Context: an optimization exercise on an open-source flow, tuned for small area. The choices shown serve that exercise and are no tape-out recipe.
The RTL was checked by simulation tests, not by an equivalence proof against the original design.
The flow treats the clock pin as an ideal source, which a real chip does not have.
Power and IR drop assume default switching activity.

==> flow/design.v <==
module OnBoard(LEDR, HEX3, HEX2, HEX1, HEX0, SW, KEY, CLOCK_50);
	input [7:0] SW;
	input [2:0] KEY;
	input CLOCK_50;
	output [9:0] LEDR;
	output [6:0] HEX3, HEX2, HEX1, HEX0;
	localparam [3:0] RST=4'd11, SS=4'd4, SM=4'd5, SMIN=4'd6, MR0=4'd0, MR1=4'd3,
		RDY=4'd12, RT=4'd7, TMR=4'd14, TR=4'd15, FL=4'd13;
	localparam [6:0] INV = 7'b0101010, RV = 7'b0000011;
	wire k = KEY[0];
	reg [6:0] q;
	wire [6:0] s = q ^ INV;
	wire fb = ((s[0] & ~s[4]) ^ s[1]) ^ s[6];
	always @(posedge CLOCK_50)
		q <= INV ^ (k ? {s[5:0], fb} : RV);
	wire tick = ~s[0] & s[1] & s[2] & ~s[3] & ~s[6];
	wire tickL = ~s[0] & s[1] & ~s[3] & ~s[5] & ~s[6];
	reg [3:0] st;
	reg [3:0] d0, d2, d3;
	reg [2:0] d1;
	reg [3:0] o0, o2;
	reg [2:0] o1, o3;
	reg led;
	wire z0 = ~(d0[0] | d0[1] | d0[2] | d0[3]);
	wire b1 = z0 & ~(d1[0] | d1[1] | d1[2]);
	wire b2 = b1 & ~(d2[0] | d2[1] | d2[2] | d2[3]);
	wire zero = b2 & ~(d3[0] | d3[1] | d3[2] | d3[3]);
	always @(posedge CLOCK_50) begin
		case (st)
			SS: if (~KEY[1]) st <= SM;
			SM: if (KEY[1]) st <= SMIN;
			SMIN: if (~KEY[1]) st <= MR0;
			MR0: st <= KEY[1] ? RDY : MR1;
			MR1: if (KEY[1]) st <= RDY;
			RDY: if (~KEY[2]) st <= RT;
			RT: if (KEY[2]) st <= TMR;
			TMR: if (~KEY[2]) st <= TR; else if (zero) st <= FL;
			TR: if (KEY[2]) st <= RDY;
			FL: ;
			default: st <= SS;
		endcase
		if (!KEY[0]) st <= RST;
	end
	wire sRST = (st == RST);
	wire sSEC = (st == SS) | (st == SM);
	wire sMIN = (st == SMIN);
	wire sMR0 = (st == MR0);
	wire sMR1 = (st == MR1);
	wire sTMR = (st == TMR);
	wire sFL = (st == FL);
	wire sset = sSEC | sMIN;
	wire gt5 = SW[7] | (SW[6] & SW[5]);
	wire gt9 = SW[3] & (SW[2] | SW[1]);
	wire [2:0] cts = {3{sset}} & {SW[6] | gt5, SW[5] & ~gt5, SW[4] | gt5};
	wire [3:0] cos = {4{sset}} & {SW[3], SW[2] & ~SW[3], SW[1] & ~SW[3], SW[0] | gt9};
	wire oen = (tick & ~sMR1) | sMR0;
	always @(posedge CLOCK_50)
		if (oen) begin
			o3 <= d3[2:0]; o2 <= d2; o1 <= d1; o0 <= d0;
		end
	wire ldo = (sMR0 & ~tick) | (sMR1 & tick);
	wire tdec = sTMR & tick;
	wire ldc0 = sRST | sSEC;
	wire ldc2 = sRST | sMIN;
	wire ln0 = tdec;
	wire ln1 = tdec & z0;
	wire ln2 = tdec & b1;
	wire ln3 = tdec & b2;
	wire h0 = ~(ldo | ln0 | ldc0);
	wire h1 = ~(ldo | ln1 | ldc0);
	wire h2 = ~(ldo | ln2 | ldc2);
	wire h3 = ~(ldo | ln3 | ldc2);
	wire [3:0] n0 = {d0[0] ? d0[3] : ~(d0[1] | d0[2] | d0[3]),
	                 d0[0] ? d0[2] : ((d0[2] & d0[1]) | d0[3]),
	                 d0[0] ? d0[1] : (~d0[1] & (d0[2] | d0[3])),
	                 ~d0[0]};
	wire [2:0] n1 = {d1[0] ? d1[2] : ~(d1[1] | d1[2]),
	                 d1[0] ? d1[1] : d1[2],
	                 ~d1[0]};
	wire [3:0] n2 = {d2[0] ? d2[3] : ~(d2[1] | d2[2] | d2[3]),
	                 d2[0] ? d2[2] : ((d2[2] & d2[1]) | d2[3]),
	                 d2[0] ? d2[1] : (~d2[1] & (d2[2] | d2[3])),
	                 ~d2[0]};
	wire [3:0] n3 = {d3[3] ^ ~(d3[2] | d3[1] | d3[0]),
	                 d3[2] ^ ~(d3[1] | d3[0]),
	                 d3[1] ^ ~d3[0],
	                 ~d3[0]};
	always @(posedge CLOCK_50) begin
		d0 <= ({4{h0}} & d0) | ({4{ldo}} & o0) | ({4{ln0}} & n0) | ({4{ldc0}} & cos);
		d1 <= ({3{h1}} & d1) | ({3{ldo}} & o1) | ({3{ln1}} & n1) | ({3{ldc0}} & cts);
		d2 <= ({4{h2}} & d2) | ({4{ldo}} & o2) | ({4{ln2}} & n2) | ({4{ldc2}} & cos);
		d3 <= ({4{h3}} & d3) | ({4{ldo}} & {1'b0, o3}) | ({4{ln3}} & n3) | ({4{ldc2}} & {1'b0, cts});
	end
	always @(posedge CLOCK_50)
		led <= (tickL & sFL & ~led) | (~tickL & led);
	assign LEDR = {10{led}};
	assign HEX3 = seg16(d3);
	assign HEX2 = seg10(d2);
	assign HEX1 = seg6(d1);
	assign HEX0 = seg10(d0);
	function [6:0] seg16(input [3:0] n);
		seg16 =
			n == 4'd0 ? 7'b1000000 :
			n == 4'd1 ? 7'b1111001 :
			n == 4'd2 ? 7'b0100100 :
			n == 4'd3 ? 7'b0110000 :
			n == 4'd4 ? 7'b0011001 :
			n == 4'd5 ? 7'b0010010 :
			n == 4'd6 ? 7'b0000010 :
			n == 4'd7 ? 7'b1111000 :
			n == 4'd8 ? 7'b0000000 :
			n == 4'd9 ? 7'b0010000 :
			n == 4'd10 ? 7'b0010000 :
			n == 4'd11 ? 7'b0010000 :
			n == 4'd12 ? 7'b0010000 :
			n == 4'd13 ? 7'b0010000 :
			n == 4'd14 ? 7'b0010000 :
			7'b0010000;
	endfunction
	function [6:0] seg10(input [3:0] n);
		seg10 =
			n == 4'd0 ? 7'b1000000 :
			n == 4'd1 ? 7'b1111001 :
			n == 4'd2 ? 7'b0100100 :
			n == 4'd3 ? 7'b0110000 :
			n == 4'd4 ? 7'b0011001 :
			n == 4'd5 ? 7'b0010010 :
			n == 4'd6 ? 7'b0000010 :
			n == 4'd7 ? 7'b1111000 :
			n == 4'd8 ? 7'b0000000 :
			n == 4'd9 ? 7'b0010000 :
			n == 4'd10 ? 7'b0010000 :
			n == 4'd11 ? 7'b0010000 :
			n == 4'd12 ? 7'b0010000 :
			n == 4'd13 ? 7'b0010000 :
			n == 4'd14 ? 7'b0010000 :
			7'b0010000;
	endfunction
	function [6:0] seg6(input [2:0] n);
		seg6 =
			n == 3'd0 ? 7'b1000000 :
			n == 3'd1 ? 7'b1111001 :
			n == 3'd2 ? 7'b0100100 :
			n == 3'd3 ? 7'b0110000 :
			n == 3'd4 ? 7'b0011001 :
			n == 3'd5 ? 7'b0010010 :
			n == 3'd6 ? 7'b0010000 :
			7'b0010000;
	endfunction
endmodule
export LEC_CHECK = 0
export ABC_AREA = 1
export CAP_MARGIN = 20
export CORE_MARGIN = 2
export CORE_UTILIZATION = 40
export SLEW_MARGIN = 20
create_clock -name core_clock -period 25.0 [get_ports {CLOCK_50}]
standard.sh (not shown) runs the stock make flow with config.mk's settings and CLKGATE_MAP_FILE= SYNTH_SCRIPT=/design/flow/synth_recipe.tcl, a recipe that flattens the netlist after the stock synthesis.
==> flow/flow/run.sh <==
#!/bin/bash
# Own layout flow: the standard ORFS flow (standard.sh) with these changes:
# - synthesis: flow/synth.tcl (synth_recipe.tcl with a stronger area script for abc and no adder extraction),
# - one buf_1 per input/output port instead of the default port buffer,
# - combinational cells downsized to their smallest drive after floorplan (timing is loose),
# - CTS with small clock buffers and no dummy loads; buffers driving 11+ sinks are upsized.
# Each step's full output goes to a log file in this folder; ORFS's own logs are under orfs/logs.
set -euo pipefail
HERE=$(pwd)
export FLOW_SYNTH_TCL="$HERE/synth_recipe.tcl"
export OWN_ABC_SCRIPT="$HERE/flow/abc_own.script"
export BUFFER_PORTS_ARGS="-buffer_cell sky130_fd_sc_hd__buf_1"
export POST_FLOORPLAN_TCL="$HERE/flow/downsize.tcl"
export POST_CTS_TCL="$HERE/flow/post_cts.tcl"
export CTS_ARGS="-sink_clustering_enable -repair_clock_nets -buf_list sky130_fd_sc_hd__clkbuf_4 -dont_use_dummy_load"
sed "s#SYNTH_SCRIPT=[^ ]*#SYNTH_SCRIPT=$HERE/flow/synth.tcl#" standard.sh > "$HERE/own.sh"
grep -q "SYNTH_SCRIPT=$HERE/flow/synth.tcl" "$HERE/own.sh"
bash "$HERE/own.sh" synth > "$HERE/log_synth.txt" 2>&1
bash "$HERE/own.sh" finish > "$HERE/log_layout.txt" 2>&1
Other scripts of this flow, unchanged in this note and not shown: flow/flow/abc_own.script, flow/flow/downsize.tcl, flow/flow/post_cts.tcl, flow/flow/synth.tcl
The first run ran to the end with no violations.
Next try:
--- a/flow/design.v
+++ b/flow/design.v
@@ -1,14 +1,14 @@
 module OnBoard(LEDR, HEX3, HEX2, HEX1, HEX0, SW, KEY, CLOCK_50);
 	input [7:0] SW;
 	input [2:0] KEY;
 	input CLOCK_50;
 	output [9:0] LEDR;
 	output [6:0] HEX3, HEX2, HEX1, HEX0;
-	localparam [3:0] RST=4'd11, SS=4'd4, SM=4'd5, SMIN=4'd6, MR0=4'd0, MR1=4'd3,
-		RDY=4'd12, RT=4'd7, TMR=4'd14, TR=4'd15, FL=4'd13;
+	localparam [3:0] RST=4'd3, SS=4'd7, SM=4'd5, SMIN=4'd6, MR0=4'd15, MR1=4'd11,
+		RDY=4'd12, RT=4'd4, TMR=4'd14, TR=4'd9, FL=4'd13;
 	localparam [6:0] INV = 7'b0101010, RV = 7'b0000011;
 	wire k = KEY[0];
 	reg [6:0] q;
 	wire [6:0] s = q ^ INV;
 	wire fb = ((s[0] & ~s[4]) ^ s[1]) ^ s[6];
 	always @(posedge CLOCK_50)
The new run finished with timing, DRC and antenna clean.
Setup slack is worse by 100 ps.
Critical path depth is unchanged.
Via count is higher by a few percent.
Design area goes up by a few percent.
Global-route usage rises by 0.42 points.
Register-to-register slack loses 110 ps.
Die area came out higher by a few percent.
Routed wire length rises by a few percent.
Hold slack loses 22 ps.
Synthesized area grows by a few percent.
Sequential share of layout area goes down by 0.97 points.
Sequential power falls by about a fifth.
Power goes down by a quarter to a third.

port drivers added, routing unchanged:
In the flow no input, the clock included, has a driving cell. The finished layouts below were timed again as built, in two steps.
Step 1 assumes that a clkbuf_16 drives the clock port and a buf_2 every other input.
Step 2, shift: input delay + t, output delay - t, t = (earliest + latest rising clock arrival at the registers) / 2. This alone moves slack from input paths to output paths.
Slacks: ideal ports / drivers / drivers and shift; pairs: ideal ports / drivers.
run	t, ns	setup slack, ns	worst setup path after step 2	worst slew at a driven data input, ns
the first run	0.354	18.199 / 18.178 / 18.532	register to output	0.04
the second run	0.351	18.098 / 18.073 / 18.423	register to output	0.03
After both steps setup and hold are still met in every run listed.
